Context: an optimization exercise on an open-source flow, tuned for small area and a short achievable clock period. The choices shown serve that exercise and are no tape-out recipe.
Only simulation tests tie the RTL to the original design; equivalence was not proved.

==> flow/config.mk <==
export PLATFORM = sky130hd
export DESIGN_NAME = RISCV_Top
export DESIGN_NICKNAME = RISCV_Top
export VERILOG_FILES = /design/flow/design.v
export SDC_FILE = /design/flow/constraint.sdc
export NUM_CORES = 4
export LEC_CHECK = 0
export ABC_AREA = 1
export CAP_MARGIN = 20
export CORE_MARGIN = 2
export CORE_UTILIZATION = 40
export SLEW_MARGIN = 20
==> flow/constraint.sdc <==
create_clock -name core_clock -period 250.0 [get_ports {clk}]
set_input_delay 50.0000 -clock core_clock [delete_from_list [all_inputs] [get_ports {clk}]]
set_output_delay 50.0000 -clock core_clock [all_outputs]
set_load 0.01 [all_outputs]
==> flow/design.v <==
`timescale 1ns / 1ps
module Division(
    input  [31:0] A, B,
    output [31:0] Div, Rem
);
    wire [31:0] ua = A[31] ? -A : A;
    wire [31:0] ub = B[31] ? -B : B;
    wire [33:0] b3 = {2'b00, ub} + {1'b0, ub, 1'b0};
    wire [31:0] quo;
    wire [31:0] rr [0:16];
    assign rr[0] = 32'd0;
    genvar j;
    generate
        for (j = 0; j < 16; j = j + 1) begin : step
            localparam W = 2*j + 2;
            wire [W-1:0] t;
            if (j == 0) begin : t0
                assign t = ua[31:30];
            end else begin : tj
                assign t = {rr[j][W-3:0], ua[31-2*j:30-2*j]};
            end
            wire z1, z2, z3;
            if (j == 15) begin : h15
                assign z1 = 1'b1;
                assign z2 = ~ub[31];
                assign z3 = ~|b3[33:32];
            end else begin : hj
                assign z1 = ~|ub[31:W];
                assign z2 = ~|ub[31:W-1];
                assign z3 = ~|b3[33:W];
            end
            wire [W:0] d1 = {1'b0, t} - {1'b0, ub[W-1:0]};
            wire [W:0] d2 = {1'b0, t} - {1'b0, ub[W-2:0], 1'b0};
            wire [W:0] d3 = {1'b0, t} - {1'b0, b3[W-1:0]};
            wire g1 = z1 & ~d1[W];
            wire g2 = z2 & ~d2[W];
            wire g3 = z3 & ~d3[W];
            assign quo[31-2*j] = g2;
            assign quo[30-2*j] = g3 | (g1 & ~g2);
            wire [W-1:0] rn = g3 ? d3[W-1:0] : g2 ? d2[W-1:0] : g1 ? d1[W-1:0] : t;
            if (j == 15) begin : r15
                assign rr[16] = rn;
            end else begin : rj
                assign rr[j+1] = {{(32-W){1'b0}}, rn};
            end
        end
    endgenerate
    wire bz = ~|B;
    assign Div = bz ? 32'hFFFFFFFF : ((A[31] ^ B[31]) ? -quo : quo);
    assign Rem = A[31] ? -rr[16] : rr[16];
endmodule
`timescale 1ns / 1ps
module RISCV_Top(
    input clk,
    input rst,
    output [31:0] imem_addr,
    input  [31:0] imem_rdata,
    output [31:0] dmem_addr,
    output [31:0] dmem_wdata,
    output dmem_we,
    input  [31:0] dmem_rdata,
    output [31:0] ResultW
);
    reg  [31:0] PCF;
    reg  [6:0]  InstrOpD;
    reg  [31:7] InstrHiD;
    reg  [31:0] PCD;
    wire [31:0] InstrD = {InstrHiD, InstrOpD};
    wire        PCSrcE;
    wire [31:0] PCTargetE;
    wire [31:0] PCNext = PCSrcE ? PCTargetE : PCF + 32'd4;
    always @(posedge clk or posedge rst) begin
        if (rst) begin
            PCF         <= 32'd0;
            InstrOpD    <= 7'd0;
        end else begin
            PCF         <= {PCNext[31:1], 1'b0};
            InstrOpD    <= imem_rdata[6:0];
        end
    end
    always @(posedge clk) begin
        InstrHiD     <= imem_rdata[31:7];
        PCD          <= PCF;
    end
    assign imem_addr = PCF;
    wire [6:0] op     = InstrD[6:0];
    wire [2:0] funct3 = InstrD[14:12];
    wire [6:0] funct7 = InstrD[31:25];
    wire [4:0] rs1D   = InstrD[19:15];
    wire [4:0] rs2D   = InstrD[24:20];
    wire [4:0] rdD    = InstrD[11:7];
    wire isLoad   = (op == 7'b0000011);
    wire isOpImm  = (op == 7'b0010011);
    wire isOp     = (op == 7'b0110011);
    wire isStore  = (op == 7'b0100011);
    wire isBranch = (op == 7'b1100011);
    wire RegWriteD = isLoad | isOpImm | isOp;
    wire ALUSrcD   = isLoad | isStore | isOpImm;
    wire f7_0 = funct7[0];
    wire f7_5 = funct7[5];
    wire r_and  = isOp & (funct3 == 3'b111);
    wire r_sltu = isOp & (funct3 == 3'b010);
    wire r_sll  = isOp & (funct3 == 3'b001);
    wire r_rem  = isOp & (funct3 == 3'b110) &  f7_0;
    wire r_or   = isOp & (funct3 == 3'b110) & ~f7_0;
    wire r_srl  = isOp & (funct3 == 3'b101);
    wire r_div  = isOp & (funct3 == 3'b100) &  f7_0;
    wire r_xor  = isOp & (funct3 == 3'b100) & ~f7_0;
    wire r_mul  = isOp & (funct3 == 3'b000) & ~f7_5 &  f7_0;
    wire r_sub  = isOp & (funct3 == 3'b000) &  f7_5 & ~f7_0;
    wire subD   = isBranch | r_sub | r_sltu;
    wire addsubD = ~(r_and | r_sltu | r_sll | r_rem | r_or | r_srl | r_div |
                     r_xor | r_mul);
    reg  [31:0] regs [1:31];
    reg  [31:1] valid;
    wire [31:0] RD1D = (rs1D != 5'd0 && valid[rs1D]) ? regs[rs1D] : 32'd0;
    wire [31:0] RD2D = (rs2D != 5'd0 && valid[rs2D]) ? regs[rs2D] : 32'd0;
    wire [31:0] immI = {{20{InstrD[31]}}, InstrD[31:20]};
    wire [31:0] immS = {{20{InstrD[31]}}, InstrD[31:25], InstrD[11:7]};
    wire [31:0] immB = {{20{InstrD[31]}}, InstrD[7], InstrD[30:25], InstrD[11:8], 1'b0};
    wire [31:0] BopD = ALUSrcD ? (isStore ? immS : immI) : RD2D;
    reg         RegWriteE, MemWriteE, ResultSrcE, BranchE;
    reg         subE, addsubE, mulE, divE, remE, xorE, orE, andE, sltuE, sllE, srlE;
    reg  [4:0]  RDE;
    reg  [31:0] RD1E, BopE, RD2E, PCTargetE_r;
    reg         fAM, fAW, fBM, fBW, fSM, fSW;
    reg         RegWriteM, MemWriteM, ResultSrcM;
    reg  [4:0]  RDM;
    reg  [31:0] ALUResultM, WriteDataM;
    reg         RegWriteW;
    reg  [4:0]  RDW;
    reg  [31:0] ResultW_r;
    wire mA = RegWriteE & (RDE != 5'd0) & (RDE == rs1D);
    wire wA = RegWriteM & (RDM != 5'd0) & (RDM == rs1D);
    wire mB = RegWriteE & (RDE != 5'd0) & (RDE == rs2D);
    wire wB = RegWriteM & (RDM != 5'd0) & (RDM == rs2D);
    always @(posedge clk or posedge rst) begin
        if (rst) begin
            RegWriteE <= 1'b0; MemWriteE <= 1'b0; ResultSrcE <= 1'b0;
            BranchE <= 1'b0;
            subE <= 1'b0; addsubE <= 1'b0; mulE <= 1'b0; divE <= 1'b0;
            remE <= 1'b0; xorE <= 1'b0; orE <= 1'b0; andE <= 1'b0;
            sltuE <= 1'b0; sllE <= 1'b0; srlE <= 1'b0;
        end else begin
            RegWriteE <= RegWriteD; MemWriteE <= isStore; ResultSrcE <= isLoad;
            BranchE <= isBranch;
            subE <= subD; addsubE <= addsubD; mulE <= r_mul; divE <= r_div;
            remE <= r_rem; xorE <= r_xor; orE <= r_or; andE <= r_and;
            sltuE <= r_sltu; sllE <= r_sll; srlE <= r_srl;
        end
    end
    always @(posedge clk) begin
        RDE <= rdD;
        RD1E <= RD1D; BopE <= BopD; RD2E <= RD2D;
        PCTargetE_r <= PCD + immB;
        fAM <= mA; fAW <= ~mA & wA;
        fBM <= ~ALUSrcD & mB; fBW <= ~ALUSrcD & ~mB & wB;
        fSM <= mB; fSW <= ~mB & wB;
    end
    wire [31:0] SrcA  = fAM ? ALUResultM : fAW ? ResultW_r : RD1E;
    wire [31:0] SrcB  = fBM ? ALUResultM : fBW ? ResultW_r : BopE;
    wire [31:0] WData = fSM ? ALUResultM : fSW ? ResultW_r : RD2E;
    wire [31:0] Div, Rem;
    Division DIV (.A(SrcA), .B(SrcB), .Div(Div), .Rem(Rem));
    wire [31:0] sum;
    wire        cout;
    assign {cout, sum} = {1'b0, SrcA} + {1'b0, subE ? ~SrcB : SrcB} + {32'd0, subE};
    wire [31:0] prod = SrcA * SrcB;
    wire        big = |SrcB[31:5];
    wire [31:0] SrcAr;
    genvar gi;
    generate
        for (gi = 0; gi < 32; gi = gi + 1) begin : rev_a
            assign SrcAr[gi] = SrcA[31-gi];
        end
    endgenerate
    wire [31:0] shin = sllE ? SrcAr : SrcA;
    wire [31:0] shr  = shin >> SrcB[4:0];
    wire [31:0] shl;
    generate
        for (gi = 0; gi < 32; gi = gi + 1) begin : rev_s
            assign shl[gi] = shr[31-gi];
        end
    endgenerate
    wire [31:0] ALUResultE =
          ({32{addsubE}} & sum)
        | ({32{mulE}}    & prod)
        | ({32{divE}}    & Div)
        | ({32{remE}}    & Rem)
        | ({32{xorE}}    & (SrcA ^ SrcB))
        | ({32{orE}}     & (SrcA | SrcB))
        | ({32{andE}}    & (SrcA & SrcB))
        | ({32{sltuE}}   & {31'd0, ~cout})
        | ({32{sllE & ~big}} & shl)
        | ({32{srlE & ~big}} & shr);
    assign PCSrcE    = BranchE & ~|sum;
    assign PCTargetE = PCTargetE_r;
    always @(posedge clk or posedge rst) begin
        if (rst) begin
            RegWriteM <= 1'b0; MemWriteM <= 1'b0; ResultSrcM <= 1'b0;
            ALUResultM <= 32'd0;
        end else begin
            RegWriteM <= RegWriteE; MemWriteM <= MemWriteE; ResultSrcM <= ResultSrcE;
            ALUResultM <= ALUResultE;
        end
    end
    always @(posedge clk) begin
        RDM <= RDE;
        WriteDataM <= WData;
    end
    always @(posedge clk or posedge rst) begin
        if (rst) begin
            RegWriteW <= 1'b0;
            ResultW_r <= 32'd0;
        end else begin
            RegWriteW <= RegWriteM;
            ResultW_r <= ResultSrcM ? dmem_rdata : ALUResultM;
        end
    end
    always @(posedge clk) RDW <= RDM;
    assign dmem_addr  = ALUResultM;
    assign dmem_wdata = WriteDataM;
    assign dmem_we    = MemWriteM;
    assign ResultW    = ResultW_r;
    always @(posedge clk or posedge rst) begin
        if (rst) valid <= 31'd0;
        else if (RegWriteW && RDW != 5'd0) valid[RDW] <= 1'b1;
    end
    always @(posedge clk) begin
        if (RegWriteW && RDW != 5'd0) regs[RDW] <= ResultW_r;
    end
endmodule
==> flow/flow/run.sh <==
#!/bin/bash
set -euo pipefail
bash standard.sh SETUP_SLACK_MARGIN=197 finish > standard_make.log 2>&1
==> flow/standard.sh <==
#!/bin/bash
# synth_recipe.tcl (not shown) runs the flow's synth.tcl, then flattens the netlist and writes it again
# the make line also repeats each setting of config.mk as NAME=value (left out here)
make -C /OpenROAD-flow-scripts/flow DESIGN_CONFIG=/design/flow/config.mk WORK_HOME=/design/flow/orfs CLKGATE_MAP_FILE= SYNTH_SCRIPT=/design/flow/synth_recipe.tcl "${@:-finish}"
==> notes.md <==
For the final database, setup skew stands at 0.08661 ns. A synthesized cell averages 7.621 um2. In the post-route analysis, the smallest setup slack over all paths is 197.30 ns. Summed over all layers, the routed wires come to 602200 um.

In this run, synthesis inferred 992 flip-flops with an integrated enable. The critical path goes through clkdlybuf4s50_1. The worst hold path belongs to the class flop to flop.

The number of hold-slack violations in the final timing report came out at 0. The flow ran to the end and the layout has no timing, DRC or antenna violations. TritonCTS created 160 clock buffers. The delay of the slowest cell on the worst path was 1.03 ns; the highest net fanout along the worst path was 34. For the number of antenna-violating nets in the routed design, the log shows 0.

The total buffers and inverters traversed by the critical path was 1; the max-capacitance violation count was 0. The run gives 118500 as the via count of the first global-routing pass. For the worst setup path, the data required time is 200.00 ns.

The sequential cell area in the final layout is 38380 um2, and the wire length per cell after detailed routing is 27.83 um. Yosys attributes the largest share of cell area to sky130_fd_sc_hd__edfxtp_1 (23%), sky130_fd_sc_hd__ha_1 (10%), sky130_fd_sc_hd__nand2_1 (9.9%). The share of final-layout standard cells stronger than drive strength 1 came out at 10.26%. The most used flip-flop cell after synthesis is sky130_fd_sc_hd__edfxtp_1. The total number of H-tree levels is 4, and the placement row count is 208.

The run gives 0 as the number of hold buffers added after cts. The root cell of the clock tree was sky130_fd_sc_hd__clkbuf_16. The worst setup path is captured at a primary output.

The logs give 11 for the count of TritonRoute iterations in the first routing pass and 0 for the total overflow reported by the global router. The Yosys step of the flow raised 2 warnings. In the layout the commonest cells are sky130_fd_sc_hd__nand2_1 (3329), sky130_fd_sc_hd__inv_1 (1962), sky130_fd_sc_hd__a21oi_1 (1556), sky130_fd_sc_hd__o21ai_0 (1437), sky130_fd_sc_hd__nor2_1 (1101). For the worst setup path, the data arrival time is 2.70 ns. For this run, design rule violations remaining after detail routing come to 0.

The startpoint type of the worst setup path was a flop. Compared with the post-synthesis result, the final layout area differs by 13.77%. The number of top-level pins is 195, and the share of the synthesized area in the top cell type is 23.04%.

For the pin with the worst max-slew slack, the measured transition is 1.339 ns. The logs give 18.98 MHz for the highest achievable clock rate and 327800 um2 for the area of the die. During placement, the flow inserted port buffers numbering 193.

Summed over all nets, the half-perimeter wirelength after detailed placement is 425700 um. For the final routed database, the setup TNS stands at 0 ns. The logs give 842900 um for the wire length of the first global-routing pass and 184.94 ns for the minimum setup slack after placement. The distinct cell type count after synthesis was 85. The routability congestion estimate was 1.046; the register clock-pin slew on the reported worst setup and hold paths was 0.06 ns. The vias per cell is 5.945, and the relative slew slack is 9.794%.

CTS saw 1380 sinks. The die width was 572.5 um. Leaving out fill and tap cells, the most frequent cell in the layout is sky130_fd_sc_hd__nand2_1. The number of failing setup endpoints in the final timing report is 0. The run gives 137000 um2 as the area of placed instances. In the synthesized netlist the async set-or-reset flop fraction comes to 11.01%.

Setup repair after global routing could not meet its margin everywhere. Counting I/O delays and the setup requirement, the final critical path takes 52.70 ns. Synthesis inferred 1380 register bits. Entering global routing, the biggest net connects 194 pins.

The mapped cell area is 129300 um2. Number of nets in the layout: 18800. Summing all multi-input logic gate instances after layout gives 82980 um2. Synthesis produced a netlist with a net count of 18570. The clock reaches the later pin of the worst-skew pair after 0.87 ns.

Among cell families on the critical path, the largest total delay comes from buffers and inverters. The tools report the post-synthesis sequential area ratio as 29.64%. The routed layout has 128700 vias. Among all stages on the critical path, the largest delay is contributed by sky130_fd_sc_hd__clkdlybuf4s50_1. For the filler cell count, the log shows 31930. For this block, the initial DRC count from the detailed router was 17830. In this run the standard cell core region covers 321400 um2. Critical path start-end classification: flop to primary output. Finished layout cell area: 147100 um2. For the global-route usage over all layers, the log shows 35.43%. The die is 572.5 um tall.

The leading area contributor after synthesis is sky130_fd_sc_hd__edfxtp_1. TritonCTS built the clock tree. The tools report the number of buffers on the longest clock path as 4. Initial antenna violation count: 48. The post-route clock period utilization was 21.08%; the final count of pins violating max slew was 0. The cell count after synthesis came out at 16960.

Once the floorplan was initialized, standard cells occupied 40.22% of the core.
registers in the layout, summed over array words and instances, names as in the netlist, 7 cells and up:
signal	cells
RD1E	32
PCD	31
PCTargetE_r	31
regs	992
WriteDataM	32
RD2E	32
BopE	32
ResultW_r	32
InstrHiD	25
valid	31
InstrOpD	7
ALUResultM	32
PCF	31
stage by stage:
stage / util (%) / instances / hold WS (ns)
after CTS: 44.64 / 21450 / 0.3533
after global routing: 45.75 / 21630 / 0.3676
final: 45.76 / 21640 / 0.3518
after floorplan: - / 16960 / 0.3312
after detailed placement: 42.64 / 21100 / 0.3347
after global placement: 42.64 / 21100 / 0.3341
cell usage after synthesis (59+ instances only):
library cell,number
sky130_fd_sc_hd__clkbuf_1,546
sky130_fd_sc_hd__nand2_2,61
sky130_fd_sc_hd__ha_1,1079
sky130_fd_sc_hd__nand2_1,3399
sky130_fd_sc_hd__xnor2_1,245
sky130_fd_sc_hd__o21ai_1,84
sky130_fd_sc_hd__buf_1,106
sky130_fd_sc_hd__dfxtp_1,236
sky130_fd_sc_hd__a221oi_1,140
sky130_fd_sc_hd__a211oi_1,70
sky130_fd_sc_hd__nor3_1,107
sky130_fd_sc_hd__o21bai_1,147
sky130_fd_sc_hd__a31oi_1,59
sky130_fd_sc_hd__edfxtp_1,992
sky130_fd_sc_hd__a21oi_1,1606
sky130_fd_sc_hd__nand4_1,79
sky130_fd_sc_hd__o211ai_1,279
sky130_fd_sc_hd__o21ai_0,1523
sky130_fd_sc_hd__xor2_1,526
sky130_fd_sc_hd__inv_1,2031
sky130_fd_sc_hd__fa_1,458
sky130_fd_sc_hd__or2_2,188
sky130_fd_sc_hd__nand3_1,920
sky130_fd_sc_hd__o221ai_1,70
sky130_fd_sc_hd__nor2_1,1172
sky130_fd_sc_hd__dfrtp_1,152
final cells by class:
type	instances	share of cell area, %
clock inverter	58	0.3045
clock buffer	221	2.990
multi-input combinational	12740	56.42
timing repair inverter	9	0.03658
inverter	2127	5.610
antenna	21	0.03573
timing repair buffer	777	4.849
sequential	1380	26.09
tap	4305	3.662
cells by family (layout without fill, tap and decap cells):
logic type	after synthesis	count (layout)	share of synthesized area [%]
flip-flops	1380	1380	29.64
multiplexers	28	28	0.2187
other	1	22	0.002901
adder cells (fa/ha/maj)	1537	1537	17.53
XOR/XNOR	771	771	5.223
AND/OR/NAND/NOR	6063	6064	19.67
buffers and inverters	2843	3192	8.390
AO/OA/AOI/OAI	4341	4341	19.32
metal layers:
metal  part of all wire, %  GRT usage [%]
met1                    42          49.55
met2                    41          50.82
met3                    12          8.428
met4                   5.9          17.51
met5                 0.039              0
timing repair:
item,in CTS,in global routing
endpoints found under the setup margin,33,32
setup buffers,60,155
gates cloned,8,17
resized for setup,342,485
pin swaps,29,124
final timing paths:
path                       slack [ns]  cells after the start                      from                  endpoint
max                            197.30                      1   ResultW_r[23]$_DFF_PP0_               ResultW[23]
min                              0.35                      0      ResultSrcE$_DFF_PP0_      ResultSrcM$_DFF_PP0_
max reg2reg                    199.69                    337  ALUResultM[30]$_DFF_PP0_  ALUResultM[17]$_DFF_PP0_
min reg2reg                      0.35                      0      ResultSrcE$_DFF_PP0_      ResultSrcM$_DFF_PP0_
max in group asynchronous      198.42                      4                       rst   ALUResultM[4]$_DFF_PP0_
min in group asynchronous       49.55                      2                       rst     InstrOpD[0]$_DFF_PP0_

separate check: timing with driven ports:
No port has a modelled driver above. Below, the same layout with a new extraction and two added sets of constraints.
Step 1 assumes that a clkbuf_16 drives the clock port and a buf_2 every other input.
Step 2, shift: input delay + t, output delay - t, t = (earliest + latest rising clock arrival at the registers) / 2. This alone moves slack from input paths to output paths.
Slacks: ideal / step 1 / step 2; pairs: ideal / step 1.
t, ns: 0.929
setup slack, ns: 197.304 / 197.196 / 197.579
worst setup path after step 2: input, reset recovery
worst data-port slew with drivers (ns): 0.12
cell pins on the clock port's net: 1
After both steps setup and hold are still met in this run. The setup slack of this run moves by -0.108 ns with the drivers and by +0.275 ns with both steps. The worst setup slack also covers recovery checks on asynchronous resets.
